Source: an optimization exercise on an open RTL-to-GDS flow (aim: small area). Production flows keep margins and buffers that such runs may drop. Function was checked by simulation only, so behaviour that the tests miss may differ from the original. The clock cells of runs 8 and 9 come from the design's own scripts or RTL, not from TritonCTS. No driver is modelled on the clock port, so clock power and skew are understated where the tree is cut down; a real chip needs a root buffer or a tree. No activity file was given, so power comes from the tool's default toggle rates.

[flow/design.v]
module baseline_c5gx(
      input              CLOCK_50_B7A,
      input              CPU_RESET_n,
      output      [6:0]  HEX0,
      output      [6:0]  HEX1,
      output      [6:0]  HEX2,
      output      [6:0]  HEX3,
      input       [3:0]  KEY,
      output      [7:0]  LEDG,
      output      [9:0]  LEDR,
      input       [9:0]  SW
);
	wire clk = CLOCK_50_B7A;
	wire rst = !CPU_RESET_n;
	localparam [2:0] OP_CLR  = 3'd0,
	                 OP_NONE = 3'd1,
	                 OP_HUP  = 3'd4,
	                 OP_HDN  = 3'd5,
	                 OP_MUP  = 3'd6,
	                 OP_MDN  = 3'd7,
	                 OP_SCLR = 3'd3,
	                 OP_ADV  = 3'd2;
	reg key3_low;
	always @(posedge clk) key3_low <= !KEY[3];
	wire pulse = !key3_low && !KEY[3];
	reg run;
	always @(posedge clk) run <= !rst && (run ^ pulse);
	reg [2:0] step;
	always @(posedge clk, posedge rst)
		if (rst) step <= 3'd0;
		else if (run) step <= step + 3'd1;
	reg [3:0] div;
	always @(posedge clk, posedge rst)
		if (rst) div <= 4'd0;
		else div <= div + 4'd1;
	wire tick = (div == 4'd7);
	reg [2:0] op;
	reg       sw_inc;
	reg [2:0] op_next;
	always @(*) begin
		op_next = OP_NONE;
		if (tick) begin
			if (SW[2]) begin
				case (SW[1:0])
					2'b00: if (KEY[1:0] == 2'b01) op_next = OP_HUP;
					       else if (KEY[1:0] == 2'b10) op_next = OP_HDN;
					2'b01: if (KEY[1:0] == 2'b01) op_next = OP_MUP;
					       else if (KEY[1:0] == 2'b10) op_next = OP_MDN;
					2'b10: if (KEY[1] != KEY[0]) op_next = OP_SCLR;
					default: ;
				endcase
			end else if (SW[8])
				op_next = OP_ADV;
		end
	end
	always @(posedge clk, posedge rst)
		if (rst) op <= OP_CLR;
		else op <= op_next;
	always @(posedge clk) sw_inc <= run && (step == 3'd7);
	wire clr = (op == OP_CLR);
	wire adv = (op == OP_ADV);
	reg [4:0] t_h;
	reg [5:0] t_m;
	reg [5:0] t_s;
	wire s_last = t_s[5] & t_s[4] & t_s[3] & t_s[1] & t_s[0];
	wire m_last = t_m[5] & t_m[4] & t_m[3] & t_m[1] & t_m[0];
	wire h_last = t_h[4] & t_h[2] & t_h[1] & t_h[0];
	wire m_zero = (t_m == 6'd0);
	wire h_zero = (t_h == 5'd0);
	wire s_clr = clr | (op == OP_SCLR);
	wire m_up = (op == OP_MUP) | adv & s_last;
	wire m_dn = (op == OP_MDN);
	wire h_up = (op == OP_HUP) | adv & s_last & m_last;
	wire h_dn = (op == OP_HDN);
	wire [5:0] s_t;
	assign s_t[0] = adv;
	assign s_t[1] = adv & t_s[0];
	assign s_t[2] = adv & t_s[0] & t_s[1] & !s_last;
	assign s_t[3] = adv & (t_s[0] & t_s[1] & t_s[2] | s_last);
	assign s_t[4] = adv & (t_s[0] & t_s[1] & t_s[2] & t_s[3] | s_last);
	assign s_t[5] = adv & (t_s[0] & t_s[1] & t_s[2] & t_s[3] & t_s[4] | s_last);
	wire [5:0] c_s = s_clr ? 6'd0 : t_s ^ s_t;
	wire [5:0] md = t_m ^ {6{m_dn}};
	wire m_en = m_up | m_dn;
	wire m_wrap = m_up & m_last | m_dn & m_zero;
	wire [5:0] m_t;
	assign m_t[0] = m_en;
	assign m_t[1] = m_en & md[0];
	assign m_t[2] = m_en & md[0] & md[1] & !m_wrap;
	assign m_t[3] = m_en & md[0] & md[1] & md[2] | m_up & m_last;
	assign m_t[4] = m_en & md[0] & md[1] & md[2] & md[3] | m_up & m_last;
	assign m_t[5] = m_en & md[0] & md[1] & md[2] & md[3] & md[4] | m_up & m_last;
	wire [5:0] c_m = clr ? 6'd0 : t_m ^ m_t;
	wire [4:0] hd = t_h ^ {5{h_dn}};
	wire h_en = h_up | h_dn;
	wire [4:0] h_t;
	assign h_t[0] = h_en;
	assign h_t[1] = h_en & hd[0];
	assign h_t[2] = h_en & hd[0] & hd[1];
	assign h_t[3] = h_en & hd[0] & hd[1] & hd[2] & !(h_up & h_last | h_dn & h_zero);
	assign h_t[4] = h_en & hd[0] & hd[1] & hd[2] & hd[3] | h_up & h_last;
	wire [4:0] c_h = clr ? 5'd0 : t_h ^ h_t;
	always @(posedge clk) begin
		t_h <= c_h;
		t_m <= c_m;
		t_s <= c_s;
	end
	reg [3:0] d0, d1, d2, d3;
	function [3:0] dnext(input [3:0] d, input inc, input clr);
	begin
		dnext[0] = !clr & (d[0] ^ inc);
		dnext[1] = !clr & (d[1] ^ (inc & d[0] & !d[3]));
		dnext[2] = !clr & (d[2] ^ (inc & d[0] & d[1]));
		dnext[3] = !clr & (d[3] ^ (inc & d[0] & (d[3] | d[1] & d[2])));
	end
	endfunction
	wire i1 = sw_inc & d0[0] & d0[3];
	wire i2 = i1 & d1[0] & d1[3];
	wire i3 = i2 & d2[0] & d2[3];
	always @(posedge clk) begin
		d0 <= dnext(d0, sw_inc, clr);
		d1 <= dnext(d1, i1, clr);
		d2 <= dnext(d2, i2, clr);
		d3 <= dnext(d3, i3, clr);
	end
	reg [1:0] dsp_mode;
	reg       dsp_sec;
	always @(posedge clk) begin
		dsp_mode <= SW[9] ? SW[4:3] : 2'b11;
		dsp_sec  <= SW[7];
	end
	function [6:0] seg(input [3:0] n);
	begin
		seg[0] = (n[0] & !n[1] & !n[2] & !n[3]) | (n[2] & n[3]) | (!n[0] & !n[1] & n[2]);
		seg[1] = !((!n[0] & !n[1]) | (n[0] & n[1] & !n[3]) | (!n[2]));
		seg[2] = (n[1] & n[3]) | (!n[0] & n[1] & !n[2]);
		seg[3] = (!n[0] & !n[1] & n[2]) | (n[0] & !n[1] & !n[2] & !n[3]) | (n[0] & n[1] & n[2]);
		seg[4] = (!n[1] & n[2]) | (n[0]);
		seg[5] = (n[1] & !n[2]) | (n[0] & !n[2] & !n[3]) | (n[0] & n[1]);
		seg[6] = (!n[1] & !n[2] & !n[3]) | (n[0] & n[1] & n[2]);
	end
	endfunction
	function [6:0] bcd60(input [5:0] v);
	begin
		bcd60[0] = (v[0]);
		bcd60[1] = !((v[1] & v[3] & !v[4] & !v[5]) | (v[1] & !v[2] & !v[3] & v[4]) | (!v[1] & !v[2] & v[3] & !v[5]) | (v[2] & v[3] & v[4]) | (!v[1] & !v[2] & !v[4] & !v[5]) | (v[1] & v[4] & v[5]) | (!v[1] & v[3] & !v[4] & v[5]) | (v[1] & !v[3] & v[5]) | (!v[2] & !v[3] & v[4] & v[5]) | (!v[1] & v[2] & !v[3] & !v[5]));
		bcd60[2] = !((v[1] & v[2] & !v[3] & !v[4] & v[5]) | (!v[1] & !v[3] & v[4] & v[5]) | (v[1] & !v[2] & !v[3] & v[4]) | (!v[1] & v[2] & v[3] & !v[5]) | (v[2] & v[4] & !v[5]) | (!v[1] & !v[2] & !v[4]) | (v[1] & !v[2] & v[3] & v[5]) | (!v[2] & !v[4] & !v[5]));
		bcd60[3] = (v[1] & v[2] & !v[3] & !v[4] & v[5]) | (!v[1] & v[2] & v[3] & v[4]) | (v[1] & v[3] & v[4] & v[5]) | (v[1] & !v[2] & !v[3] & v[4] & !v[5]) | (!v[1] & !v[2] & !v[3] & v[4] & v[5]) | (!v[1] & !v[2] & v[3] & !v[4] & !v[5]);
		bcd60[4] = !((!v[1] & v[2] & v[3] & v[4]) | (!v[3] & !v[4] & !v[5]) | (!v[1] & !v[2] & !v[3] & v[4] & v[5]) | (!v[1] & !v[2] & v[3] & !v[4]) | (v[3] & !v[4] & v[5]) | (v[2] & !v[3] & !v[5]) | (!v[2] & v[3] & v[4] & !v[5]));
		bcd60[5] = (v[2] & v[4] & !v[5]) | (!v[3] & !v[4] & v[5]) | (v[3] & v[4] & !v[5]);
		bcd60[6] = !((!v[5]) | (!v[3] & !v[4]));
	end
	endfunction
	function [5:0] bcd24(input [4:0] v);
	begin
		bcd24[0] = (v[0]);
		bcd24[1] = !((v[1] & !v[2] & v[4]) | (v[1] & v[3]) | (!v[1] & v[2] & !v[3]) | (!v[1] & !v[2] & !v[4]));
		bcd24[2] = !((v[2] & v[4]) | (v[1] & !v[2]) | (!v[1] & v[3]) | (!v[2] & !v[4]));
		bcd24[3] = !((!v[1] & !v[3]) | (v[2]) | (v[1] & !v[4]));
		bcd24[4] = (v[1] & v[3]) | (!v[2] & v[4]) | (v[2] & v[3]);
		bcd24[5] = (v[2] & v[4]);
	end
	endfunction
	wire [5:0] x  = dsp_sec ? t_s : t_m;
	wire [6:0] xb = bcd60(x);
	wire [5:0] hb = bcd24(t_h);
	wire [3:0] n3 = dsp_mode == 2'b00 ? (dsp_sec ? 4'd0 : {2'b00, hb[5:4]}) :
	                dsp_mode == 2'b10 ? d3 : 4'hf;
	wire [3:0] n2 = dsp_mode == 2'b00 ? (dsp_sec ? 4'd0 : hb[3:0]) :
	                dsp_mode == 2'b10 ? d2 : 4'hf;
	wire [3:0] n1 = !dsp_mode[1] ? {1'b0, xb[6:4]} : dsp_mode[0] ? 4'hf : d1;
	wire [3:0] n0 = !dsp_mode[1] ? xb[3:0] : dsp_mode[0] ? 4'hf : d0;
	assign HEX3 = seg(n3);
	assign HEX2 = seg(n2);
	assign HEX1 = seg(n1);
	assign HEX0 = seg(n0);
	assign LEDR = SW;
	assign LEDG = {2'b00, c_s};
endmodule
[flow/run.sh]
#!/bin/bash
# synth_recipe.tcl (not shown) runs the flow's synth.tcl, then flattens the netlist and writes it again
# the make line also repeats each setting of config.mk as NAME=value (left out here)
make -C /OpenROAD-flow-scripts/flow DESIGN_CONFIG=/design/flow/config.mk WORK_HOME=/design/flow/orfs CLKGATE_MAP_FILE= SYNTH_SCRIPT=/design/flow/synth_recipe.tcl finish
[flow/config.mk]
export PLATFORM = sky130hd
export DESIGN_NAME = baseline_c5gx
export DESIGN_NICKNAME = baseline_c5gx
export VERILOG_FILES = /design/flow/design.v
export SDC_FILE = /design/flow/constraint.sdc
export NUM_CORES = 4
export LEC_CHECK = 0
export CAP_MARGIN = 20
export CORE_MARGIN = 2
export CORE_UTILIZATION = 40
export SLEW_MARGIN = 20
[flow/constraint.sdc]
create_clock -name core_clock -period 20.0 [get_ports {CLOCK_50_B7A}]
set_input_delay 4.0000 -clock core_clock [delete_from_list [all_inputs] [get_ports {CLOCK_50_B7A}]]
set_output_delay 4.0000 -clock core_clock [all_outputs]
set_load 0.01 [all_outputs]
==> results.yml, run 1 <==
finish:
  drive_gt1_share_pct: 7.86
  final_util_pct: 48.7
  stdcell_count: 563
  nets: 483
  fin_area_mm2: 0.00404
  syn2layout_area_growth_pct: 17.2
  antennaDiodeCount: 0
floorplanning:
  die_y_um: 96.8
  coreArea_mm2: 0.00830
  io_pins: 62
  rows: 33
  die_width_um: 96.8
  dieArea_mm2: 0.00938
  start_util_pct: 41.5
synth:
  synth_flop_cell: "dfxtp_1"
  synth_most_common_cell: "nor2_1"
  synth_warnings: 1
  synth_cells: 425
  synth_area_leaders: "dfxtp_1 23%, dfrtp_1 7.3%, nor2_1 5.8%"
  syn_area_mm2: 0.00345
  netlist.area_leader.share_pct: 22.6
  synth.largest_area_cell: "dfxtp_1"
  async_flop_share_pct: 20.4
  synth_seq_cells: 49
  synth_edf_count: 0
  seq_area_frac_synth_pct: 29.9
  ys_top_cells_by_count: "53 x nor2_1, 39 x dfxtp_1, 31 x o21ai_0"
  avgSynthCellArea_um2: 8.11
  synth_cell_types: 66
sta:
  finalCriticalPeriod_ns: 9.11
  fin_tns_setup_ns: 0
  worst_clock_skew_ns: 0.00857
  worst_pin_slew_ns: 1.00
  rsz0062_at_grt: "no"
  setup_viol_count_final: 0
  finalCritPeriodShare_pct: 45.5
  slew_viol_final: 0
  hold_viol: 0
  maxSlewHeadroom_pct: 33.3
  fmax_mhz: 110
detailed_routing:
  routedWlPerCell_um: 13.3
  drc: 0
  vias_per_cell: 5.53
  totalWireLength_um: 7460
  vias: 3111
  drt_first_pass_iters: 4
  postRouteAntennaNets: 0
  drtIter0Drc: 161
setup_path:
  r2r-end: "t_h[3]$_SDFF_PN0_"
  start_kind: "input pin"
  cp_num_buf_inv: 2
  critPathSlowestCell: "clkdlybuf4s50_1"
  crit_start: "SW[2]"
  worstPathCellList: "clkdlybuf4s50_1 > clkdlybuf4s50_1"
  reg2reg_slack_ns: 17.62
  endpoint_kind: "output pin"
  worstPathArrival_ns: 5.11
  critical_path_class: "in2out"
  cp_top_family: "buffers and inverters"
  worst-path-max-fanout: 5
  reg2regPathDepth: 6
  cpMostUsedCell: "clkdlybuf4s50_1"
  crit_path_max_incr_delay_ns: 0.57
  worstReg2RegStart: "op[1]$_DFF_PN0_"
  required_ns: 16.00
global_routing:
  track_usage_pct: 15.9
  grt_pass1_vias: 2849
  grt_max_degree: 26
  grt_pass1_wl_um: 13000
  antenna_found_initial: 0
  grt_overflow: 0
cts:
  clk_pin_slew_ns: 0.10
  htreeDepth: 2
  cts-hold-fix-buffers: 0
  numCtsBuffers: 5
  clockBufferDepth: 2
  clkLatencyLatePin_ns: 0.31
  cts_resized: 0
  clockRootBuffer: "clkbuf_8"
  clock_sinks: 49
  cts_tree: "built"
  cts_setup_buffers: 0
worst_hold_path:
  hold_class: "reg2reg"
  hold_depth: 1
  min_from: "div[0]$_DFF_PN0_"
  worst_hold_path.endpoint: "div[0]$_DFF_PN0_"
place:
  placed_area_mm2: 0.00395
  dpl.hpwl_um: 5540
  portBuffers: 54
  gp_congestion: 0.840
  placedCellCount: 555
flow_run:
  maxCapViolCount: 0
power:
  ir_worst_vdd_mv: 0.0338
  p_leak_nw: 1.56
  power_density_mw_per_mm2: 63.1
outcome:
  status: "complete, no violations"
[worst max-delay path by stage]
stage | to | cells past startpoint
after floorplan | LEDR[0] | 1
after global placement | LEDR[1] | 2
after detailed placement | LEDR[2] | 2
after CTS | LEDR[2] | 2
after global routing | LEDR[2] | 2
final | LEDR[2] | 2
[where the power goes]
group	internal, mW	switching [mW]	leakage (nW)	total (mW)
Clock	0.0256	0.0365	0.0452	0.0621
Combinational	0.0395	0.0287	1.07	0.0682
Sequential	0.110	0.0147	0.446	0.125
[flip-flops by register name (all words and copies together), names as in the netlist]
| register | count |
|---|---|
| d0 | 4 |
| d1 | 4 |
| d2 | 4 |
| d3 | 4 |
| div | 4 |
| dsp_mode | 2 |
| dsp_sec | 1 |
| key3_low | 1 |
| op | 3 |
| run | 1 |
| step | 3 |
| sw_inc | 1 |
| t_h | 5 |
| t_m | 6 |
| t_s | 6 |
[logic make-up after synthesis]
| group | count (synthesis) | synth area share, % |
|---|---|---|
| and+or+nand+nor | 169 | 24.6 |
| other | 1 | 0.109 |
| xor gates and xnor gates | 22 | 5.59 |
| AOI/OAI and AO/OA | 113 | 22.8 |
| muxes | 21 | 7.08 |
| adders and majority gates | 10 | 3.63 |
| buffers and inverters | 40 | 6.28 |
| DFF | 49 | 29.9 |
[placed cells by master (no fill, tap or decap), types with 8 or more instances in the layout]
master,count
o21ai_0,31
clkdlybuf4s50_1,54
a21oi_1,15
inv_1,10
nor3_1,9
ha_1,10
dfrtp_1,10
xnor2_1,10
nand3_1,13
mux2_2,11
nand2b_1,9
nand2_1,28
nor2_1,52
nor2b_1,19
dfxtp_1,39
xor2_1,12
a211oi_1,8
[final cells by class]
cell class                 instances  area (um^2)
fill                             816         4260
multi-input combinational        337         2210
sequential                        49         1030
timing repair buffer              54          541
tap                              105          131
clock buffer                       5         68.8
inverter                          10         37.5
clock inverter                     3         25.0
[layer usage]
metal	GRT usage [%]	vias up	wire length, um
met4	4.12	0	67
met3	2.38	6	248
met5	0	-	0
met1	21.5	1448	3710
li1	-	1586	-
met2	26.5	71	3440
[metrics by stage]
step	worst slack (ns)	hold WS, ns	total power [mW]
floorplan	11.88	0.422	0.168
global placement	10.91	0.445	0.194
detailed placement	10.89	0.457	0.196
CTS	10.88	0.472	0.258
global route	10.86	0.488	0.272
finish	10.89	0.473	0.255
==> run 2, diff against run 1 <==
==> flow/flow/run.sh (new file) <==
#!/bin/bash
# Standard synthesis, then the combinational gates re-optimised with a stronger
# ABC script (flip-flops untouched), then the standard layout from floorplan on.
set -euo pipefail
W=$PWD
F=$W/flow
R=$W/orfs/results/$FLOW_PLATFORM/baseline_c5gx/base
YOSYS=$(command -v yosys || echo /OpenROAD-flow-scripts/tools/install/yosys/bin/yosys)

bash standard.sh synth > $W/std_synth.log 2>&1

cp $R/1_2_yosys.v $W/std_netlist.v
printf 'set_driving_cell sky130_fd_sc_hd__buf_1\nset_load 5\n' > $W/abc.constr
PERIOD_PS=$(python3 -c "print(int(float('$FLOW_PERIOD_NS')*1000))")
RS_LIB=$FLOW_HOME/platforms/$FLOW_PLATFORM/lib/sky130_fd_sc_hd__tt_025C_1v80.lib \
RS_TOP=$FLOW_TOP RS_IN=$W/std_netlist.v RS_OUT=$W/resynth_netlist.v \
RS_SCRIPT=$F/abc.script RS_CONSTR=$W/abc.constr RS_PERIOD_PS=$PERIOD_PS \
  $YOSYS -c $F/resynth.tcl > $W/resynth.log 2>&1

cp $W/resynth_netlist.v $R/1_2_yosys.v
rm -f $R/1_synth.odb $R/1_synth.sdc
bash standard.sh > $W/std_layout.log 2>&1
==> flow/flow/abc.script (new file) <==
strash
&get -n
&deepsyn -T 10
&nf -R 1000
&put
topo
stime -c
upsize -c
dnsize -c
==> flow/flow/resynth.tcl (new file) <==
# Re-optimises the combinational logic of the standard synthesis netlist with a
# stronger ABC script. Every flip-flop (and tie cell) stays the same instance,
# with the same name and cell type; only the gates between them change.
yosys -import
set lib $::env(RS_LIB)
set top $::env(RS_TOP)
read_liberty -overwrite -ignore_miss_func -ignore_miss_dir $lib
read_verilog -overwrite $::env(RS_IN)
hierarchy -top $top
setattr -mod -set keep_hierarchy 1 {sky130_fd_sc_hd__df*} {sky130_fd_sc_hd__edf*} {sky130_fd_sc_hd__conb*}
flatten
opt_clean -purge
techmap
opt -fast
abc -script $::env(RS_SCRIPT) -liberty $lib -dont_use *lpflow* -dont_use *probe* -constr $::env(RS_CONSTR) -D $::env(RS_PERIOD_PS)
opt_clean -purge
hilomap -singleton -hicell sky130_fd_sc_hd__conb_1 HI -locell sky130_fd_sc_hd__conb_1 LO
splitnets
opt_clean -purge
select -module $top
tee -o $::env(RS_OUT).stat stat -liberty $lib
write_verilog -noattr -nohex -nodec -selected $::env(RS_OUT)
==> flow/standard.sh (new file) <==
#!/bin/bash
# synth_recipe.tcl (not shown) runs the flow's synth.tcl, then flattens the netlist and writes it again
# the make line also repeats each setting of config.mk as NAME=value (left out here)
make -C /OpenROAD-flow-scripts/flow DESIGN_CONFIG=/design/flow/config.mk WORK_HOME=/design/flow/orfs CLKGATE_MAP_FILE= SYNTH_SCRIPT=/design/flow/synth_recipe.tcl "${@:-finish}"
removed: flow/run.sh
==> run 2 against run 1 <==
Register-to-register slack got worse by 0.79 ns. Total power rose by 12%. Clock-buffer cell count rose by 2. Critical path depth did not move. Final cell count fell by 13%. Sequential share of layout area rose by 4.3 points. Sequential power rose by 14%. Non-clock buffer count rose by 1.
==> results.yml, run 2 <==
power:
  clock_power_share_pct: 19.6
  power_density_mw_per_mm2: 82.3
  comb_power_share_pct: 30.4
  power_switching_uw: 95.4
  seqPwrFrac_pct: 50.0
  swShare_pct: 33.5
  p_leak_nw: 1.35
  p_int_uw: 190
  ir_worst_vdd_mv: 0.0450
cts:
  clkLatencyLatePin_ns: 0.30
  clk_pin_slew_ns: 0.08
  numCtsBuffers: 5
  clockRootBuffer: "clkbuf_8"
  cts_tree: "built"
  htreeDepth: 2
  cts_resized: 0
  clockBufferDepth: 2
  clock_sinks: 49
  cts-hold-fix-buffers: 0
  cts_setup_buffers: 0
setup_path:
  start_kind: "input pin"
  crit_start: "SW[1]"
  r2r-end: "t_h[4]$_SDFF_PN0_"
  reg2regPathDepth: 16
  crit_path_max_incr_delay_ns: 0.55
  reg2reg_slack_ns: 16.83
  cp_top_family: "buffers and inverters"
  critical_path_class: "in2out"
  worst-path-max-fanout: 3
  cp_num_buf_inv: 2
  worstPathArrival_ns: 5.07
  worstReg2RegStart: "op[0]$_DFF_PN0_"
  worstPathCellList: "clkdlybuf4s50_1 > clkdlybuf4s50_1"
  required_ns: 16.00
  cpMostUsedCell: "clkdlybuf4s50_1"
  endpoint_kind: "output pin"
  critPathSlowestCell: "clkdlybuf4s50_1"
detailed_routing:
  drc: 0
  drtIter0Drc: 104
  routedWlPerCell_um: 12.5
  vias: 2709
  totalWireLength_um: 6100
  drt_first_pass_iters: 4
  vias_per_cell: 5.53
  postRouteAntennaNets: 0
worst_hold_path:
  min_from: "div[3]$_DFF_PN0_"
  hold_depth: 1
  hold_class: "reg2reg"
  worst_hold_path.endpoint: "div[3]$_DFF_PN0_"
finish:
  mostFrequentLayoutCells: "54 x clkdlybuf4s50_1, 41 x nor2_1, 39 x dfxtp_1, 34 x nand2_1, 32 x a21oi_1"
  syn2layout_area_growth_pct: 27.0
  fillCellCount: 683
  multi_input_area_mm2: 0.00166
  nets: 425
  antennaDiodeCount: 0
  seq_area_mm2: 0.00103
  reg_top3: "t_m: 6 flops, t_s: 6 flops, t_h: 5 flops"
  mostFrequentLayoutCell: "clkdlybuf4s50_1"
  drive_gt1_share_pct: 5.12
  final_util_pct: 51.8
floorplanning:
  rows: 30
  die_y_um: 86.6
  start_util_pct: 40.8
  io_pins: 62
  dieArea_mm2: 0.00750
  die_width_um: 86.6
  coreArea_mm2: 0.00668
sta:
  hold_viol: 0
  rsz0062_at_grt: "no"
  fmax_mhz: 110
  finalCritPeriodShare_pct: 45.3
  finalCriticalPeriod_ns: 9.07
  setup_viol_count_final: 0
  maxSlewHeadroom_pct: 34.5
  worst_clock_skew_ns: 0.00258
  fin_tns_setup_ns: 0
  slew_viol_final: 0
  holdWs_ns: 0.476
  worst_pin_slew_ns: 0.982
global_routing:
  antenna_found_initial: 0
  track_usage_pct: 17.1
  grt_pass1_vias: 2430
  grt_max_degree: 31
  grt_overflow: 0
  grt_pass1_wl_um: 10400
place:
  dpl.hpwl_um: 4590
  portBuffers: 54
  gp_congestion: 0.803
synth:
  synth_warnings: 1
  avgSynthCellArea_um2: 7.88
  synth_cells: 346
  syn_area_mm2: 0.00273
outcome:
  status: "complete, no violations"
flow_run:
  maxCapViolCount: 0
run 2: worst max path at each step:
stage	end	slack (ns)	depth (start not counted)
after floorplan	LEDR[0]	12.00	0
after global placement	LEDR[1]	10.93	2
after detailed placement	LEDR[1]	10.94	2
after CTS	LEDR[1]	10.93	2
after global routing	LEDR[1]	10.91	2
final	LEDR[1]	10.93	2
run 2: power by group through the flow:
stage / sequential, mW / combinational (mW) / clock [mW]
after floorplan: 0.138 / 0.0526 / 0
after global placement: 0.144 / 0.0861 / 0
after detailed placement: 0.145 / 0.0870 / 0
after CTS: 0.143 / 0.0874 / 0.0584
after global routing: 0.147 / 0.0974 / 0.0630
final: 0.143 / 0.0867 / 0.0557
run 2: per-stage QoR:
step / std cells / setup slack, ns / area (um^2) / total power [mW]
after CTS: 490 / 10.93 / 3460 / 0.288
final: 490 / 10.93 / 3460 / 0.285
after global placement: 482 / 10.93 / 3380 / 0.230
after detailed placement: 482 / 10.94 / 3380 / 0.232
after global routing: 490 / 10.91 / 3460 / 0.308
after floorplan: 347 / 12.00 / 2730 / 0.190
run 2: layer usage:
layer  global-route usage, %  share of wire [%]  up-vias
li1                        -                  -     1395
met1                    21.8                 49     1254
met2                    28.5                 46       56
met3                    3.33                3.7        4
met4                    6.82               0.82        0
met5                       0                  0        -
run 2: final cells by class:
type                            instances  share of cell area [%]
Timing Repair Buffer                   55                    15.8
Tap cell                               80                    2.89
Sequential cell                        49                    29.8
Multi-Input combinational cell        287                    47.9
Inverter                               11                    1.19
Clock inverter                          1                   0.217
Clock buffer                            7                    2.20
==> run 3, diff against run 2 <==
--- a/flow/flow/run.sh
+++ b/flow/flow/run.sh
@@ -6,6 +6,8 @@
 F=$W/flow
 R=$W/orfs/results/$FLOW_PLATFORM/baseline_c5gx/base
 YOSYS=$(command -v yosys || echo /OpenROAD-flow-scripts/tools/install/yosys/bin/yosys)
+
+export BUFFER_PORTS_ARGS="-buffer_cell sky130_fd_sc_hd__buf_1"
 
 bash standard.sh synth > $W/std_synth.log 2>&1
 
==> flow/flow/abc.script (replaced) <==
strash
&get -n
&deepsyn -I 4 -J 200
&nf -R 1000 -p -F 10 -A 5 -a
&put
topo
dnsize -c
--- a/flow/config.mk
+++ b/flow/config.mk
@@ -7,5 +7,5 @@
 export LEC_CHECK = 0
 export CAP_MARGIN = 20
 export CORE_MARGIN = 2
-export CORE_UTILIZATION = 40
+export CORE_UTILIZATION = 70
 export SLEW_MARGIN = 20
==> run 3 against run 2 <==
Die area down 44%. Highest routed layer unchanged. Critical endpoint unchanged. Combinational power down 23%. Fmax up 8.7%. Via count down 1.8%. Clock skew up 0.0065 ns.
==> results.yml, run 3 <==
power:
  p_total_uw: 268
  comb_power_share_pct: 24.8
  seqPwrFrac_pct: 52.1
  power_density_mw_per_mm2: 90.1
  p_int_uw: 171
  ir_worst_vdd_mv: 0.0707
  p_leak_nw: 1.16
  power_switching_uw: 97.3
  clock_power_share_pct: 23.1
  swShare_pct: 36.3
cts:
  numCtsBuffers: 5
  clkLatencyLatePin_ns: 0.31
  clk_pin_slew_ns: 0.10
  clockBufferDepth: 2
  clockRootBuffer: "clkbuf_8"
  cts_setup_buffers: 0
  cts-hold-fix-buffers: 0
  cts_resized: 0
  htreeDepth: 2
  cts_tree: "built"
  clock_sinks: 49
setup_path:
  required_ns: 16.00
  worstPathArrival_ns: 4.34
  critical_path_class: "in2out"
  start_kind: "input pin"
  crit_path_max_incr_delay_ns: 0.17
  worst-path-max-fanout: 3
  critPathSlowestCell: "buf_1"
  cpMostUsedCell: "buf_1"
  cp_top_family: "buffers and inverters"
  cp_num_buf_inv: 2
  worstPathCellList: "buf_1 > buf_1"
  endpoint_kind: "output pin"
synth:
  avgSynthCellArea_um2: 7.90
  syn_area_mm2: 0.00261
  synth_cells: 330
  synth_warnings: 1
sta:
  fin_tns_setup_ns: 0
  worst_pin_slew_ns: 0.871
  finalCriticalPeriod_ns: 8.34
  worst_clock_skew_ns: 0.00910
  rsz0062_at_grt: "no"
  hold_viol: 0
  finalCritPeriodShare_pct: 41.7
  maxSlewHeadroom_pct: 41.9
  slew_viol_final: 0
  fmax_mhz: 120
  holdWs_ns: 0.482
  setup_viol_count_final: 0
worst_hold_path:
  hold_class: "reg2reg"
finish:
  syn2layout_area_growth_pct: 14.2
  antennaDiodeCount: 0
  nets: 409
  drive_gt1_share_pct: 2.28
  mostFrequentLayoutCells: "54 x buf_1, 39 x dfxtp_1, 37 x a21oi_1, 35 x o21ai_0, 34 x nor2_1"
  fin_area_mm2: 0.00298
  mostFrequentLayoutCell: "buf_1"
  reg_top3: "t_m: 6 flops, t_s: 6 flops, t_h: 5 flops"
global_routing:
  grt_pass1_wl_um: 9910
  grt_overflow: 0
  grt_max_degree: 29
  grt_pass1_vias: 2288
  antenna_found_initial: 0
  track_usage_pct: 29.3
detailed_routing:
  drc: 0
  vias_per_cell: 6.02
  routedWlPerCell_um: 13.3
  postRouteAntennaNets: 0
  drt_first_pass_iters: 5
  vias: 2661
  totalWireLength_um: 5860
  drtIter0Drc: 211
floorplanning:
  die_y_um: 65.0
  io_pins: 62
  rows: 22
  die_width_um: 65.0
  start_util_pct: 71.7
  coreArea_mm2: 0.00363
  dieArea_mm2: 0.00423
flow_run:
  maxCapViolCount: 0
place:
  portBuffers: 54
  dpl.hpwl_um: 4080
  placed_area_mm2: 0.00288
  gp_congestion: 0.806
outcome:
  status: "complete, no violations"
==> run 3: final timing paths <==
kind / depth (start not counted) / slack, ns / endpoint / from
max in group asynchronous: 1 / 16.03 / step[1]$_DFFE_PN0P_ / CPU_RESET_n
setup / recovery: 2 / 11.66 / LEDR[1] / SW[1]
hold / removal: 1 / 0.48 / div[3]$_DFF_PN0_ / div[3]$_DFF_PN0_
min in group asynchronous: 1 / 3.62 / div[1]$_DFF_PN0_ / CPU_RESET_n
setup reg to reg: 11 / 17.26 / t_h[4]$_SDFF_PN0_ / op[1]$_DFF_PN0_
hold reg to reg: 1 / 0.48 / div[3]$_DFF_PN0_ / div[3]$_DFF_PN0_
==> run 3: layer usage <==
layer	GRT usage [%]	part of all wire, %	vias up
met4	8.85	1.8	0
li1	-	-	1332
met1	36.2	44	1207
met2	52.2	48	108
met5	0	0	-
met3	4.86	6.9	14
==> run 3: area by class of cell <==
cell class | count | area [um^2]
multi-input combinational | 270 | 1530
sequential | 49 | 1030
fill | 241 | 658
timing repair buffer | 55 | 210
clock buffer | 5 | 68.8
tap | 48 | 60.1
inverter | 12 | 45.0
clock inverter | 3 | 26.3
==> run 3: metrics by stage <==
step,worst slack [ns],instances,util (%)
6_report,11.66,442,81.9
4_1_cts,11.66,442,81.9
3_5_place_dp,11.69,434,79.3
5_1_grt,11.64,442,81.9
3_3_place_gp,11.71,434,79.3
2_1_floorplan,12.00,331,-
==> run 3: power by group through the flow <==
stage	Sequential (mW)	Clock, mW	Combinational (mW)
3_3_place_gp	0.140	0	0.0634
3_5_place_dp	0.140	0	0.0660
2_1_floorplan	0.135	0	0.0492
5_1_grt	0.142	0.0651	0.0752
4_1_cts	0.139	0.0618	0.0664
6_report	0.140	0.0620	0.0664
==> run 4, diff against run 3 <==
--- a/flow/config.mk
+++ b/flow/config.mk
@@ -8,4 +8,7 @@
 export CAP_MARGIN = 20
 export CORE_MARGIN = 2
 export CORE_UTILIZATION = 70
+export CTS_BUF_LIST = sky130_fd_sc_hd__clkbuf_16
+export CTS_CLUSTER_DIAMETER = 200
+export CTS_CLUSTER_SIZE = 64
 export SLEW_MARGIN = 20
==> run 4 against run 3 <==
First-iteration DRC count shrank 2.4%. Core utilization grew 1.5 points. Hold slack lost 0.0045 ns. Synthesized area is the same. Die area is the same. Largest cell class unchanged. Largest power group unchanged.
==> results.yml, run 4 <==
cts:
  cts-hold-fix-buffers: 0
  htreeDepth: 2
  clk_pin_slew_ns: 0.07
  cts_tree: "built"
  clock_sinks: 49
  cts_setup_buffers: 0
  clockBufferDepth: 2
  numCtsBuffers: 5
  clockRootBuffer: "clkbuf_16"
  clkLatencyLatePin_ns: 0.30
  cts_resized: 0
setup_path:
  required_ns: 16.00
  reg2reg_slack_ns: 17.34
  cp_top_family: "buffers and inverters"
  cp_num_buf_inv: 2
  critPathSlowestCell: "buf_1"
  critical_path_class: "in2out"
  endpoint_kind: "output pin"
  worst-path-max-fanout: 3
  worstPathCellList: "buf_1 > buf_1"
  crit_path_max_incr_delay_ns: 0.17
  worstPathArrival_ns: 4.31
  cpMostUsedCell: "buf_1"
  start_kind: "input pin"
power:
  power_density_mw_per_mm2: 96.7
  p_leak_nw: 1.18
  ir_worst_vdd_mv: 0.0659
sta:
  setup_viol_count_final: 0
  hold_viol: 0
  rsz0062_at_grt: "no"
  worst_clock_skew_ns: 0.00552
  finalCritPeriodShare_pct: 41.6
  maxSlewHeadroom_pct: 41.8
  fin_tns_setup_ns: 0
  slew_viol_final: 0
  finalCriticalPeriod_ns: 8.31
  worst_pin_slew_ns: 0.872
  fmax_mhz: 120
global_routing:
  grt_pass1_vias: 2330
  grt_pass1_wl_um: 10000
  grt_overflow: 0
  antenna_found_initial: 0
  grt_max_degree: 29
  track_usage_pct: 30.0
floorplanning:
  rows: 22
  dieArea_mm2: 0.00423
  coreArea_mm2: 0.00363
  die_y_um: 65.0
  io_pins: 62
  die_width_um: 65.0
  start_util_pct: 71.7
outcome:
  status: "complete, no violations"
finish:
  drive_gt1_share_pct: 2.28
  antennaDiodeCount: 0
  reg_top3: "t_m: 6 flops, t_s: 6 flops, t_h: 5 flops"
  mostFrequentLayoutCells: "54 x buf_1, 39 x dfxtp_1, 37 x a21oi_1, 35 x o21ai_0, 34 x nor2_1"
  mostFrequentLayoutCell: "buf_1"
  syn2layout_area_growth_pct: 16.3
  fillCellCount: 224
  nets: 409
  final_util_pct: 83.4
detailed_routing:
  drtIter0Drc: 206
  drt_first_pass_iters: 4
  vias: 2670
  totalWireLength_um: 5920
  drc: 0
  routedWlPerCell_um: 13.4
  postRouteAntennaNets: 0
  vias_per_cell: 6.04
synth:
  synth_cells: 330
  avgSynthCellArea_um2: 7.90
  syn_area_mm2: 0.00261
  synth_warnings: 1
worst_hold_path:
  hold_class: "reg2reg"
place:
  dpl.hpwl_um: 4080
  portBuffers: 54
  gp_congestion: 0.806
flow_run:
  maxCapViolCount: 0
run 4: cell type report:
cell class	count	area (um^2)	share of cell area (%)
Multi-Input combinational cell	270	1530	50.6
Sequential cell	49	1030	34.0
Timing Repair Buffer	55	210	6.93
Clock buffer	5	125	4.13
Tap cell	48	60.1	1.98
Inverter	12	45.0	1.49
Clock inverter	3	26.3	0.867
run 4: final timing paths:
check	startpoint	endpoint	cells past startpoint
worst max-delay path	SW[1]	LEDR[1]	2
worst min-delay path	div[3]$_DFF_PN0_	div[3]$_DFF_PN0_	1
worst max register to register	op[1]$_DFF_PN0_	t_h[4]$_SDFF_PN0_	11
worst min register to register	div[3]$_DFF_PN0_	div[3]$_DFF_PN0_	1
max in group asynchronous	CPU_RESET_n	step[2]$_DFFE_PN0P_	1
min in group asynchronous	CPU_RESET_n	step[1]$_DFFE_PN0P_	1
run 4: report_power, final:
group          internal (mW)  total (mW)  switching (mW)
Clock                 0.0472      0.0867          0.0395
Combinational         0.0287      0.0667          0.0380
Sequential             0.117       0.140          0.0232
Total                  0.193       0.293           0.101
run 4: per-stage QoR:
step	cells	setup WS (ns)	hold WS [ns]	instance area, um^2	total power, mW
2_1_floorplan	331	12.00	0.439	2610	0.184
3_3_place_gp	434	11.71	0.454	2880	0.203
3_5_place_dp	434	11.69	0.473	2880	0.206
4_1_cts	442	11.69	0.486	3030	0.292
5_1_grt	442	11.65	0.511	3030	0.308
6_report	442	11.69	0.478	3030	0.293
run 4: per-layer routing:
| layer | up-vias | share of wire [%] | GRT usage [%] |
|---|---|---|---|
| met5 | - | 0 | 0 |
| met3 | 15 | 6.3 | 6.25 |
| li1 | 1330 | - | - |
| met4 | 0 | 2.1 | 8.59 |
| met2 | 106 | 48 | 53.7 |
| met1 | 1219 | 44 | 36.2 |
==> run 5, diff against run 4 <==
==> flow/flow/abc.script (replaced) <==
strash
&get -n
&deepsyn -I 4 -J 200
&nf -R 1000 -p -F 10 -A 5 -a
&put
topo
stime -c
upsize -c
dnsize -c
--- a/flow/config.mk
+++ b/flow/config.mk
@@ -8,7 +8,4 @@
 export CAP_MARGIN = 20
 export CORE_MARGIN = 2
 export CORE_UTILIZATION = 70
-export CTS_BUF_LIST = sky130_fd_sc_hd__clkbuf_16
-export CTS_CLUSTER_DIAMETER = 200
-export CTS_CLUSTER_SIZE = 64
 export SLEW_MARGIN = 20
==> run 5 against run 4 <==
Still clean on timing, DRC and antenna. Flip-flop and latch count did not move. Global-route usage increased by 0.34 points. Clock-buffer cell count is 1 higher. Core utilization decreased by 0.73 points. Non-clock buffer count did not move. Synthesized cell count did not move. Total power down 7.6%. Highest routed layer unchanged. Clock skew increased by 0.0075 ns.
==> results.yml, run 5 <==
outcome:
  status: "complete, no violations"
global_routing:
  grt_pass1_vias: 2417
  track_usage_pct: 30.3
  antenna_found_initial: 0
  met1_usage_pct: 35.3
  top_usage_layer: "met2"
  grt_overflow: 0
  grt_max_degree: 29
  grt_pass1_wl_um: 10200
  globalRouteMet2Util_pct: 54.8
  use_met3_pct: 6.34
sta:
  slew_viol_final: 0
  worst_clock_skew_ns: 0.0130
  fin_tns_setup_ns: 0
  fmax_mhz: 120
  worst_pin_slew_ns: 0.949
  setup_viol_count_final: 0
  finalCriticalPeriod_ns: 8.30
  rsz0062_at_grt: "no"
  worst_slack_ns: 11.70
  finalCritPeriodShare_pct: 41.5
  hold_viol: 0
  maxSlewHeadroom_pct: 36.7
  holdWs_ns: 0.477
finish:
  mostFrequentLayoutCell: "buf_1"
  syn2layout_area_growth_pct: 13.9
  mostFrequentLayoutCells: "54 x buf_1, 39 x dfxtp_1, 36 x a21oi_1, 34 x nor2_1, 32 x o21ai_0"
  nets: 409
  stdcell_count: 442
  final_util_pct: 82.7
  drive_gt1_share_pct: 4.57
  reg_top3: "t_m: 6 flops, t_s: 6 flops, t_h: 5 flops"
  antennaDiodeCount: 0
  fin_area_mm2: 0.00303
setup_path:
  r2r-end: "t_h[4]$_SDFF_PN0_"
  required_ns: 16.00
  endpoint_kind: "output pin"
  worstPathCellList: "buf_1 > buf_1"
  worstReg2RegStart: "op[1]$_DFF_PN0_"
  cp_num_buf_inv: 2
  cpMostUsedCell: "buf_1"
  cp_top_family: "buffers and inverters"
  reg2regPathDepth: 11
  worst-path-max-fanout: 3
  cp.depth: 2
  crit_start: "SW[1]"
  start_kind: "input pin"
  critPathCapture: "LEDR[1]"
  critPathSlowestCell: "buf_1"
  worstPathArrival_ns: 4.30
  crit_path_max_incr_delay_ns: 0.17
  reg2reg_slack_ns: 17.22
  critical_path_class: "in2out"
power:
  power_density_mw_per_mm2: 89.5
  ir_worst_vdd_mv: 0.0599
  p_total_uw: 271
  p_leak_nw: 1.19
place:
  dpl.hpwl_um: 4370
  placedCellCount: 434
  pre_cts_ws_ns: 11.70
  portBuffers: 54
  gp_congestion: 0.833
  placed_area_mm2: 0.00293
detailed_routing:
  drc: 0
  routedWlPerCell_um: 13.6
  totalWireLength_um: 6010
  vias_per_cell: 6.06
  postRouteAntennaNets: 0
  vias: 2679
  drtIter0Drc: 170
  drt_first_pass_iters: 4
cts:
  clock_sinks: 49
  clk_pin_slew_ns: 0.09
  cts-hold-fix-buffers: 0
  numCtsBuffers: 5
  clockRootBuffer: "clkbuf_8"
  cts_resized: 0
  cts_tree: "built"
  cts_setup_buffers: 0
  clkLatencyLatePin_ns: 0.31
  htreeDepth: 2
  clockBufferDepth: 2
synth:
  syn_area_mm2: 0.00266
  synth_warnings: 1
  avgSynthCellArea_um2: 8.05
  synth_cells: 330
worst_hold_path:
  min_from: "step[2]$_DFFE_PN0P_"
  hold_class: "reg2reg"
floorplanning:
  start_util_pct: 72.6
  io_pins: 62
  rows: 22
  coreArea_mm2: 0.00366
  dieArea_mm2: 0.00431
  die_y_um: 65.6
  die_width_um: 65.6
flow_run:
  maxCapViolCount: 0
==> run 5: final cells by class <==
type | instances | area [um^2]
repair buffers | 55 | 210
fillers | 247 | 633
clock inverters | 2 | 13.8
multi-input cells | 270 | 1590
clock buffers | 6 | 82.6
inverters | 12 | 45.0
well taps | 48 | 60.1
flip-flops and latches | 49 | 1030
==> run 5: power breakdown <==
part           switching [mW]  total, mW  internal [mW]
combinational          0.0392     0.0688         0.0297
sequential             0.0233      0.140          0.117
clock                  0.0342     0.0623         0.0281
total                  0.0966      0.271          0.174
==> run 5: worst register-to-register path: stages (launching register included) <==
cell and delay, ns:
dfrtp_1 0.38, clkinv_1 0.12, nor2_1 0.16, and2_0 0.21, nand2_1 0.08, nor2_1 0.19, nand4_1 0.21, nor3_1 0.29
a21oi_1 0.16, a211oi_1 0.37, o21ai_0 0.20, a221oi_1 0.32
==> run 5: worst min-delay path by stage <==
stage	endpoint	slack, ns	depth (start not counted)
final	step[2]$_DFFE_PN0P_	0.48	1
after global placement	step[2]$_DFFE_PN0P_	0.45	1
after floorplan	step[2]$_DFFE_PN0P_	0.44	1
after CTS	step[2]$_DFFE_PN0P_	0.47	1
after global routing	div[3]$_DFF_PN0_	0.50	1
after detailed placement	step[2]$_DFFE_PN0P_	0.46	1
==> run 5: metal layers <==
layer / share of wire [%] / up-vias
li1: - / 1327
met5: 0 / -
met4: 1.5 / 0
met3: 5.7 / 11
met1: 43 / 1247
met2: 49 / 94
==> run 6, diff against run 5 <==
--- a/flow/flow/run.sh
+++ b/flow/flow/run.sh
@@ -8,6 +8,8 @@
 YOSYS=$(command -v yosys || echo /OpenROAD-flow-scripts/tools/install/yosys/bin/yosys)
 
 export BUFFER_PORTS_ARGS="-buffer_cell sky130_fd_sc_hd__buf_1"
+export PRE_CTS_TCL=$F/prects.tcl
+export ROOT_CLKBUF=sky130_fd_sc_hd__clkbuf_8
 
 bash standard.sh synth > $W/std_synth.log 2>&1
 
==> flow/flow/abc.script (replaced) <==
strash
&get -n
&deepsyn -I 4 -J 200
&nf -R 1000 -p -F 10 -A 5 -a
&put
topo
dnsize -c
==> flow/flow/prects.tcl (new file) <==
# Clock distribution: one clock buffer, placed at the centre of the
# flip-flops it drives, between the clock port and every clock pin (no skew
# between registers). ORFS's clock_tree_synthesis is then skipped; the rest
# of its CTS step (placement legalisation, timing repair) runs as usual.
set clk_port [get_name [lindex [get_property [lindex [all_clocks] 0] sources] 0]]
set block [ord::get_db_block]
set net [$block findNet $clk_port]
set n 0
set sx 0
set sy 0
foreach it [$net getITerms] {
  set inst [$it getInst]
  set box [$inst getBBox]
  set sx [expr {$sx + ([$box xMin] + [$box xMax]) / 2.0}]
  set sy [expr {$sy + ([$box yMin] + [$box yMax]) / 2.0}]
  incr n
}
set dbu [$block getDbUnitsPerMicron]
set x [expr {$sx / $n / $dbu}]
set y [expr {$sy / $n / $dbu}]
puts "clock root buffer $::env(ROOT_CLKBUF) for $n clock pins at ($x, $y)"
insert_buffer -buffer_cell $::env(ROOT_CLKBUF) -net $clk_port -location [list $x $y] \
  -buffer_name clkroot_buf -net_name clknet_root
foreach name [list $clk_port clknet_root] {
  [$block findNet $name] setSigType CLOCK
}
set_propagated_clock [all_clocks]
rename clock_tree_synthesis __orfs_clock_tree_synthesis
proc clock_tree_synthesis { args } {
  puts "clock_tree_synthesis skipped: the clock has its root buffer"
}
==> run 6 against run 5 <==
The run now fails in clock tree synthesis (4_1_cts). Synthesized cell count did not move. Synthesized area fell by 1.9%.
==> results.yml, run 6 <==
outcome:
  status: "aborted with a tool error"
  failing_step: "clock tree synthesis (4_1_cts)"
  error_line: "Error: cts.tcl, 6 invalid command name \"NULL\""
floorplanning:
  die_width_um: 65.0
  die_y_um: 65.0
  start_util_pct: 71.7
  io_pins: 62
  rows: 22
synth:
  synth_warnings: 1
  synth_cells: 330
  avgSynthCellArea_um2: 7.90
  syn_area_mm2: 0.00261
place:
  dpl.hpwl_um: 4080
  portBuffers: 54
  gp_congestion: 0.806
run 6: power groups by stage:
stage                     clock, mW  sequential, mW  combinational, mW
after floorplan                   0           0.135             0.0492
after global placement            0           0.140             0.0634
after detailed placement          0           0.140             0.0660
run 6: stage by stage:
stage / std cells / util (%) / hold WS, ns / cell area, um^2 / worst slack (ns)
3_3_place_gp: 434 / 79.3 / 0.454 / 2880 / 11.71
3_5_place_dp: 434 / 79.3 / 0.473 / 2880 / 11.69
2_1_floorplan: 331 / - / 0.439 / 2610 / 12.00
run 6: worst min path at each step:
stage                          endpoint  cells after the start  slack (ns)                start
detailed placement     div[3]$_DFF_PN0_                      1        0.47     div[3]$_DFF_PN0_
global placement    step[2]$_DFFE_PN0P_                      1        0.45  step[2]$_DFFE_PN0P_
floorplan           step[2]$_DFFE_PN0P_                      1        0.44  step[2]$_DFFE_PN0P_
==> run 7, diff against run 6 <==
--- a/flow/flow/run.sh
+++ b/flow/flow/run.sh
@@ -9,7 +9,7 @@
 
 export BUFFER_PORTS_ARGS="-buffer_cell sky130_fd_sc_hd__buf_1"
 export PRE_CTS_TCL=$F/prects.tcl
-export ROOT_CLKBUF=sky130_fd_sc_hd__clkbuf_8
+export ROOT_CLKBUF=sky130_fd_sc_hd__clkbuf_16
 
 bash standard.sh synth > $W/std_synth.log 2>&1
 
==> run 7 against run 6 <==
The run again fails in clock tree synthesis (4_1_cts). Synthesized cell count stayed put. Synthesized area unchanged.
==> results.yml, run 7 <==
synth:
  avgSynthCellArea_um2: 7.90
  synth_cells: 330
  syn_area_mm2: 0.00261
  synth_warnings: 1
place:
  portBuffers: 54
  gp_congestion: 0.806
  dpl.hpwl_um: 4080
  pre_cts_ws_ns: 11.69
floorplanning:
  rows: 22
  die_y_um: 65.0
  start_util_pct: 71.7
  die_width_um: 65.0
  io_pins: 62
outcome:
  error_line: "Error: cts.tcl, 6 invalid command name \"NULL\""
  status: "aborted with a tool error"
  failing_step: "clock tree synthesis (4_1_cts)"
[run 7: metrics by stage]
stage | instances | cell area [um^2]
detailed placement | 434 | 2880
global placement | 434 | 2880
floorplan | 331 | 2610
[run 7: worst min-delay path by stage]
stage	from	endpoint	slack [ns]	cells after the start
2_1_floorplan	step[2]$_DFFE_PN0P_	step[2]$_DFFE_PN0P_	0.44	1
3_3_place_gp	step[2]$_DFFE_PN0P_	step[2]$_DFFE_PN0P_	0.45	1
3_5_place_dp	div[3]$_DFF_PN0_	div[3]$_DFF_PN0_	0.47	1
[run 7: power groups by stage]
stage	clock network, mW	registers [mW]	logic (mW)
floorplan	0	0.135	0.0492
global placement	0	0.140	0.0634
detailed placement	0	0.140	0.0660
==> run 8, diff against run 7 <==
--- a/flow/flow/run.sh
+++ b/flow/flow/run.sh
@@ -9,7 +9,8 @@
 
 export BUFFER_PORTS_ARGS="-buffer_cell sky130_fd_sc_hd__buf_1"
 export PRE_CTS_TCL=$F/prects.tcl
-export ROOT_CLKBUF=sky130_fd_sc_hd__clkbuf_16
+export ROOT_CLKBUF=sky130_fd_sc_hd__clkbuf_2
+export LEAF_CLKBUF=sky130_fd_sc_hd__clkbuf_8
 
 bash standard.sh synth > $W/std_synth.log 2>&1
 
==> flow/flow/prects.tcl (replaced) <==
# Clock distribution made here instead of by clock_tree_synthesis: the clock
# pins are split into four groups by position (halves in x, then in y), each
# group is driven by a leaf clock buffer at its centre, and one root buffer
# drives the four leaves, so every register's clock passes the same two
# buffers. ORFS's clock_tree_synthesis is then skipped; the rest of its CTS
# step (placement legalisation, timing repair) runs as usual.
set clk_port [get_name [lindex [get_property [lindex [all_clocks] 0] sources] 0]]
set block [ord::get_db_block]
set dbu [$block getDbUnitsPerMicron]
set net [$block findNet $clk_port]
set sinks {}
foreach it [$net getITerms] {
  set box [[$it getInst] getBBox]
  lappend sinks [list [expr {([$box xMin] + [$box xMax]) / 2.0 / $dbu}] \
                      [expr {([$box yMin] + [$box yMax]) / 2.0 / $dbu}] \
                      "[[$it getInst] getName]/[[$it getMTerm] getName]"]
}
proc halves { items idx } {
  set s [lsort -real -index $idx $items]
  set h [expr {[llength $s] / 2}]
  return [list [lrange $s 0 [expr {$h - 1}]] [lrange $s $h end]]
}
proc centre { items } {
  set sx 0.0
  set sy 0.0
  foreach i $items {
    set sx [expr {$sx + [lindex $i 0]}]
    set sy [expr {$sy + [lindex $i 1]}]
  }
  set n [llength $items]
  return [list [expr {$sx / $n}] [expr {$sy / $n}]]
}
set groups {}
foreach half [halves $sinks 0] {
  foreach q [halves $half 1] { lappend groups $q }
}
set k 0
set leaves {}
foreach g $groups {
  set pins {}
  foreach i $g { lappend pins [get_pins [lindex $i 2]] }
  set c [centre $g]
  puts "clock leaf buffer $k: [llength $g] clock pins at $c"
  insert_buffer -buffer_cell $::env(LEAF_CLKBUF) -net $clk_port -load_pins $pins \
    -location $c -buffer_name clkleaf_$k -net_name clknet_leaf_$k
  lappend leaves [list {*}$c x]
  incr k
}
set c [centre $leaves]
puts "clock root buffer at $c"
insert_buffer -buffer_cell $::env(ROOT_CLKBUF) -net $clk_port -location $c \
  -buffer_name clkroot_buf -net_name clknet_root
foreach n [$block getNets] {
  foreach it [$n getITerms] {
    if { [$it isClocked] } { $n setSigType CLOCK; break }
  }
}
$net setSigType CLOCK
foreach it [$net getITerms] {
  set o [[$it getInst] findITerm X]
  if { $o ne "NULL" && [$o getNet] ne "NULL" } { [$o getNet] setSigType CLOCK }
}
set_propagated_clock [all_clocks]
rename clock_tree_synthesis __orfs_clock_tree_synthesis
proc clock_tree_synthesis { args } {
  puts "clock_tree_synthesis skipped: the clock has its buffers"
}
==> run 8 against run 7 <==
Now clean on timing, DRC and antenna. Synthesized cell count unchanged. Synthesized area is the same.
==> results.yml, run 8 <==
setup_path:
  crit_path_max_incr_delay_ns: 0.17
  cp_top_family: "buffers and inverters"
  worstPathArrival_ns: 4.31
  reg2reg_slack_ns: 17.33
  worst-path-max-fanout: 3
  start_kind: "input pin"
  endpoint_kind: "output pin"
  cp.depth: 2
  cpMostUsedCell: "buf_1"
  required_ns: 16.00
  critPathSlowestCell: "buf_1"
  critical_path_class: "in2out"
  worstPathCellList: "buf_1 > buf_1"
  cp_num_buf_inv: 2
  reg2regPathDepth: 11
power:
  seqPwrFrac_pct: 54.6
  power_density_mw_per_mm2: 86.8
  comb_power_share_pct: 26.1
  power_switching_uw: 90.9
  p_total_uw: 255
  p_int_uw: 164
  ir_worst_vdd_mv: 0.0678
  swShare_pct: 35.6
  p_leak_nw: 1.15
  clock_power_share_pct: 19.3
sta:
  setup_viol_count_final: 0
  fin_tns_setup_ns: 0
  rsz0062_at_grt: "no"
  slew_viol_final: 0
  hold_viol: 0
  finalCriticalPeriod_ns: 8.31
  worst_pin_slew_ns: 0.866
  finalCritPeriodShare_pct: 41.6
  maxSlewHeadroom_pct: 42.2
  fmax_mhz: 120
  worst_clock_skew_ns: 0.0155
finish:
  mostFrequentLayoutCells: "54 x buf_1, 39 x dfxtp_1, 37 x a21oi_1, 35 x o21ai_0, 34 x nor2_1"
  antennaDiodeCount: 0
  multi_input_area_mm2: 0.00153
  nets: 409
  mostFrequentLayoutCell: "buf_1"
  drive_gt1_share_pct: 1.53
  reg_top3: "t_m: 6 flops, t_s: 6 flops, t_h: 5 flops"
  seq_area_mm2: 0.00103
  syn2layout_area_growth_pct: 12.8
  stdcell_count: 439
  fin_area_mm2: 0.00294
  fillCellCount: 248
detailed_routing:
  totalWireLength_um: 5700
  drtIter0Drc: 182
  vias: 2625
  routedWlPerCell_um: 13.0
  postRouteAntennaNets: 0
  drc: 0
  drt_first_pass_iters: 4
  vias_per_cell: 5.98
flow_run:
  maxCapViolCount: 0
floorplanning:
  dieArea_mm2: 0.00423
  die_y_um: 65.0
  coreArea_mm2: 0.00363
  io_pins: 62
  die_width_um: 65.0
  start_util_pct: 71.7
  rows: 22
synth:
  synth_cells: 330
  syn_area_mm2: 0.00261
  synth_warnings: 1
  avgSynthCellArea_um2: 7.90
place:
  placed_area_mm2: 0.00288
  portBuffers: 54
  placedCellCount: 434
  dpl.hpwl_um: 4080
  gp_congestion: 0.806
worst_hold_path:
  hold_class: "reg2reg"
  hold_depth: 1
outcome:
  status: "complete, no violations"
global_routing:
  antenna_found_initial: 0
  track_usage_pct: 27.6
  grt_max_degree: 29
  grt_overflow: 0
  grt_pass1_vias: 2223
  grt_pass1_wl_um: 9710
cts:
  cts_setup_buffers: 0
  cts_resized: 0
  cts-hold-fix-buffers: 0
  clk_pin_slew_ns: 0.07
  clkLatencyLatePin_ns: 0.39
==> run 8: cell type report, without the clock buffers <==
| cell class | count | area share [%] |
|---|---|---|
| multi-input cells | 270 | 52.2 |
| flip-flops and latches | 49 | 35.1 |
| repair buffers | 55 | 7.15 |
| well taps | 48 | 2.04 |
| inverters | 12 | 1.53 |
==> run 8: through the flow <==
step	worst slack, ns	hold WS, ns	util [%]
after detailed placement	11.69	0.473	79.3
final	11.69	0.480	80.9
after global routing	11.69	0.518	80.9
after global placement	11.71	0.454	79.3
after floorplan	12.00	0.439	-
after CTS	11.69	0.482	80.9
==> run 8: worst paths after layout <==
check	from	end
setup / recovery	SW[1]	LEDR[1]
hold / removal	div[3]$_DFF_PN0_	div[3]$_DFF_PN0_
setup reg to reg	op[1]$_DFF_PN0_	t_h[4]$_SDFF_PN0_
hold reg to reg	div[3]$_DFF_PN0_	div[3]$_DFF_PN0_
max in group asynchronous	CPU_RESET_n	step[2]$_DFFE_PN0P_
min in group asynchronous	CPU_RESET_n	op[2]$_DFF_PN0_
==> run 8: routing by layer <==
layer  wire (um)  vias up  GRT usage, %
met5           0        -             0
met4          48        0          2.34
met3         361        6          1.91
met2        2730       95          51.0
met1        2560     1192          36.7
li1            -     1332             -
==> run 8: power by group through the flow <==
stage	clock [mW]	sequential [mW]	combinational (mW)
6_report	0.0494	0.139	0.0666
2_1_floorplan	0	0.135	0.0492
3_3_place_gp	0	0.140	0.0634
3_5_place_dp	0	0.140	0.0660
5_1_grt	0.0531	0.142	0.0753
4_1_cts	0.0500	0.139	0.0664
==> run 9, diff against run 8 <==
--- a/flow/flow/run.sh
+++ b/flow/flow/run.sh
@@ -9,7 +9,7 @@
 
 export BUFFER_PORTS_ARGS="-buffer_cell sky130_fd_sc_hd__buf_1"
 export PRE_CTS_TCL=$F/prects.tcl
-export ROOT_CLKBUF=sky130_fd_sc_hd__clkbuf_2
+export ROOT_CLKBUF=sky130_fd_sc_hd__clkbuf_4
 export LEAF_CLKBUF=sky130_fd_sc_hd__clkbuf_8
 
 bash standard.sh synth > $W/std_synth.log 2>&1
==> run 9 against run 8 <==
Still clean on timing, DRC and antenna. Critical path depth unchanged. Combinational power about the same. Final cell count unchanged. Hold slack better by 0.00071 ns. Register-to-register slack about the same. Worst setup slack worse by 0.0052 ns. First-iteration DRC count up 12%. Clock power up 2%. Flip-flop and latch count unchanged. Highest routed layer unchanged.
==> results.yml, run 9 <==
worst_hold_path:
  hold_depth: 2
  hold_class: "reg2reg"
global_routing:
  top_usage_layer: "met2"
  use_met3_pct: 2.08
  grt_max_degree: 29
  met1_usage_pct: 36.7
  grt_pass1_vias: 2224
  grt_overflow: 0
  grt_pass1_wl_um: 9710
  track_usage_pct: 27.6
  antenna_found_initial: 0
  globalRouteMet2Util_pct: 51.0
finish:
  mostFrequentLayoutCell: "buf_1"
  nets: 409
  multi_input_area_mm2: 0.00153
  syn2layout_area_growth_pct: 12.9
  fillCellCount: 249
  drive_gt1_share_pct: 1.53
  antennaDiodeCount: 0
  mostFrequentLayoutCells: "54 x buf_1, 39 x dfxtp_1, 37 x a21oi_1, 35 x o21ai_0, 34 x nor2_1"
  reg_top3: "t_m: 6 flops, t_s: 6 flops, t_h: 5 flops"
  stdcell_count: 439
  seq_area_mm2: 0.00103
setup_path:
  required_ns: 16.00
  crit_path_max_incr_delay_ns: 0.17
  critPathSlowestCell: "buf_1"
  worstPathArrival_ns: 4.32
  endpoint_kind: "output pin"
  critPathCapture: "LEDR[1]"
  cp_num_buf_inv: 2
  critical_path_class: "in2out"
  cpMostUsedCell: "buf_1"
  crit_start: "SW[1]"
  cp_top_family: "buffers and inverters"
  reg2reg_slack_ns: 17.33
  worst-path-max-fanout: 3
  cp.depth: 2
  reg2regPathDepth: 11
  r2r-end: "t_h[4]$_SDFF_PN0_"
  worstReg2RegStart: "op[1]$_DFF_PN0_"
  start_kind: "input pin"
  worstPathCellList: "buf_1 > buf_1"
power:
  ir_worst_vdd_mv: 0.0678
  p_int_uw: 166
  seqPwrFrac_pct: 54.3
  power_density_mw_per_mm2: 87.2
  clock_power_share_pct: 19.7
  comb_power_share_pct: 26.0
  p_total_uw: 257
  power_switching_uw: 91.0
  p_leak_nw: 1.15
  swShare_pct: 35.5
place:
  gp_congestion: 0.806
  portBuffers: 54
  dpl.hpwl_um: 4080
  pre_cts_ws_ns: 11.69
  placedCellCount: 434
flow_run:
  maxCapViolCount: 0
detailed_routing:
  drc: 0
  vias_per_cell: 5.98
  vias: 2626
  routedWlPerCell_um: 13.0
  totalWireLength_um: 5690
  postRouteAntennaNets: 0
  drtIter0Drc: 203
  drt_first_pass_iters: 5
synth:
  avgSynthCellArea_um2: 7.90
  synth_cells: 330
  syn_area_mm2: 0.00261
  synth_warnings: 1
cts:
  clkLatencyLatePin_ns: 0.35
  cts_resized: 0
  cts_setup_buffers: 0
  cts-hold-fix-buffers: 0
  clk_pin_slew_ns: 0.09
sta:
  worst_clock_skew_ns: 0.0156
  setup_viol_count_final: 0
  rsz0062_at_grt: "no"
  maxSlewHeadroom_pct: 42.3
  finalCriticalPeriod_ns: 8.32
  fmax_mhz: 120
  slew_viol_final: 0
  hold_viol: 0
  fin_tns_setup_ns: 0
  worst_pin_slew_ns: 0.864
  finalCritPeriodShare_pct: 41.6
  worst_slack_ns: 11.68
floorplanning:
  coreArea_mm2: 0.00363
  die_y_um: 65.0
  die_width_um: 65.0
  io_pins: 62
  dieArea_mm2: 0.00423
  rows: 22
  start_util_pct: 71.7
outcome:
  status: "complete, no violations"
[run 9: changes by cell type in the layout (fill, tap and decap cells not counted)]
cell / change
clkbuf_2: -1
clkbuf_4: +1
[run 9: metrics by stage]
stage / hold slack [ns] / instance area, um^2 / utilization [%]
CTS: 0.481 / 2940 / 81.0
floorplan: 0.439 / 2610 / -
global route: 0.518 / 2940 / 81.0
global placement: 0.454 / 2880 / 79.3
detailed placement: 0.473 / 2880 / 79.3
finish: 0.480 / 2940 / 81.0
[run 9: cell type report, without the clock buffers]
type                    instances  area share (%)
inverters                      12            1.53
multi-input cells             270            52.1
flip-flops and latches         49            35.0
well taps                      48            2.04
repair buffers                 55            7.14
[run 9: tightest hold or removal path, cell delays in order, from the launching register on]
cell and delay (ns):
dfxtp_1 0.32, nor2_1 0.08, nor3_1 0.05
[run 9: how the worst min path moves through the flow]
stage               slack, ns                  end                start
floorplan                0.44  step[2]$_DFFE_PN0P_  step[2]$_DFFE_PN0P_
global placement         0.45  step[2]$_DFFE_PN0P_  step[2]$_DFFE_PN0P_
detailed placement       0.47     div[3]$_DFF_PN0_     div[3]$_DFF_PN0_
CTS                      0.48        d0[0]$_DFF_P_       sw_inc$_DFF_P_
global route             0.52  step[0]$_DFFE_PN0P_  step[0]$_DFFE_PN0P_
finish                   0.48        d0[0]$_DFF_P_       sw_inc$_DFF_P_
[run 9: power groups by stage]
stage / Combinational [mW] / Clock, mW / Sequential [mW]
finish: 0.0666 / 0.0506 / 0.139
global route: 0.0753 / 0.0544 / 0.142
detailed placement: 0.0660 / 0 / 0.140
global placement: 0.0634 / 0 / 0.140
floorplan: 0.0492 / 0 / 0.135
CTS: 0.0664 / 0.0512 / 0.139
[run 9: metal layers]
layer / vias to the layer above / wire (um)
li1: 1330 / -
met2: 91 / 2760
met4: 0 / 47
met1: 1199 / 2530
met5: - / 0
met3: 6 / 351

==> afterwards: timing with drivers on the ports <==
Ports are ideal in the flow. The routed layouts listed here were re-timed in OpenROAD.
Step 1 (the two cells are an assumption about what drives the block):
set clk [get_ports {CLOCK_50_B7A}]
set_driving_cell -lib_cell sky130_fd_sc_hd__clkbuf_16 $clk
set_driving_cell -lib_cell sky130_fd_sc_hd__buf_2 [delete_from_list [all_inputs] $clk]
Step 2, shift: input delay + t, output delay - t, t = (earliest + latest rising clock arrival at the registers) / 2. This alone moves slack from input paths to output paths.
Three values: ideal, step 1, step 2; two values: the first two.
run | shift t [ns] | setup WS [ns] | cell pins on the clock port's net
run 1 | 0.335 | 10.893 / 10.870 / 10.870 | 1
run 2 | 0.326 | 10.933 / 10.911 / 10.911 | 1
run 3 | 0.331 | 11.661 / 11.637 / 11.637 | 1
run 4 | 0.325 | 11.688 / 11.647 / 11.647 | 1
run 5 | 0.325 | 11.700 / 11.676 / 11.676 | 1
run 8 | 0.406 | 11.689 / 11.665 / 11.665 | 1
run 9 | 0.369 | 11.684 / 11.661 / 11.661 | 1
After both steps setup and hold are still met in every run listed. The setup slack of run 4, which loses most, moves by -0.041 ns with the drivers and by -0.041 ns with both steps.
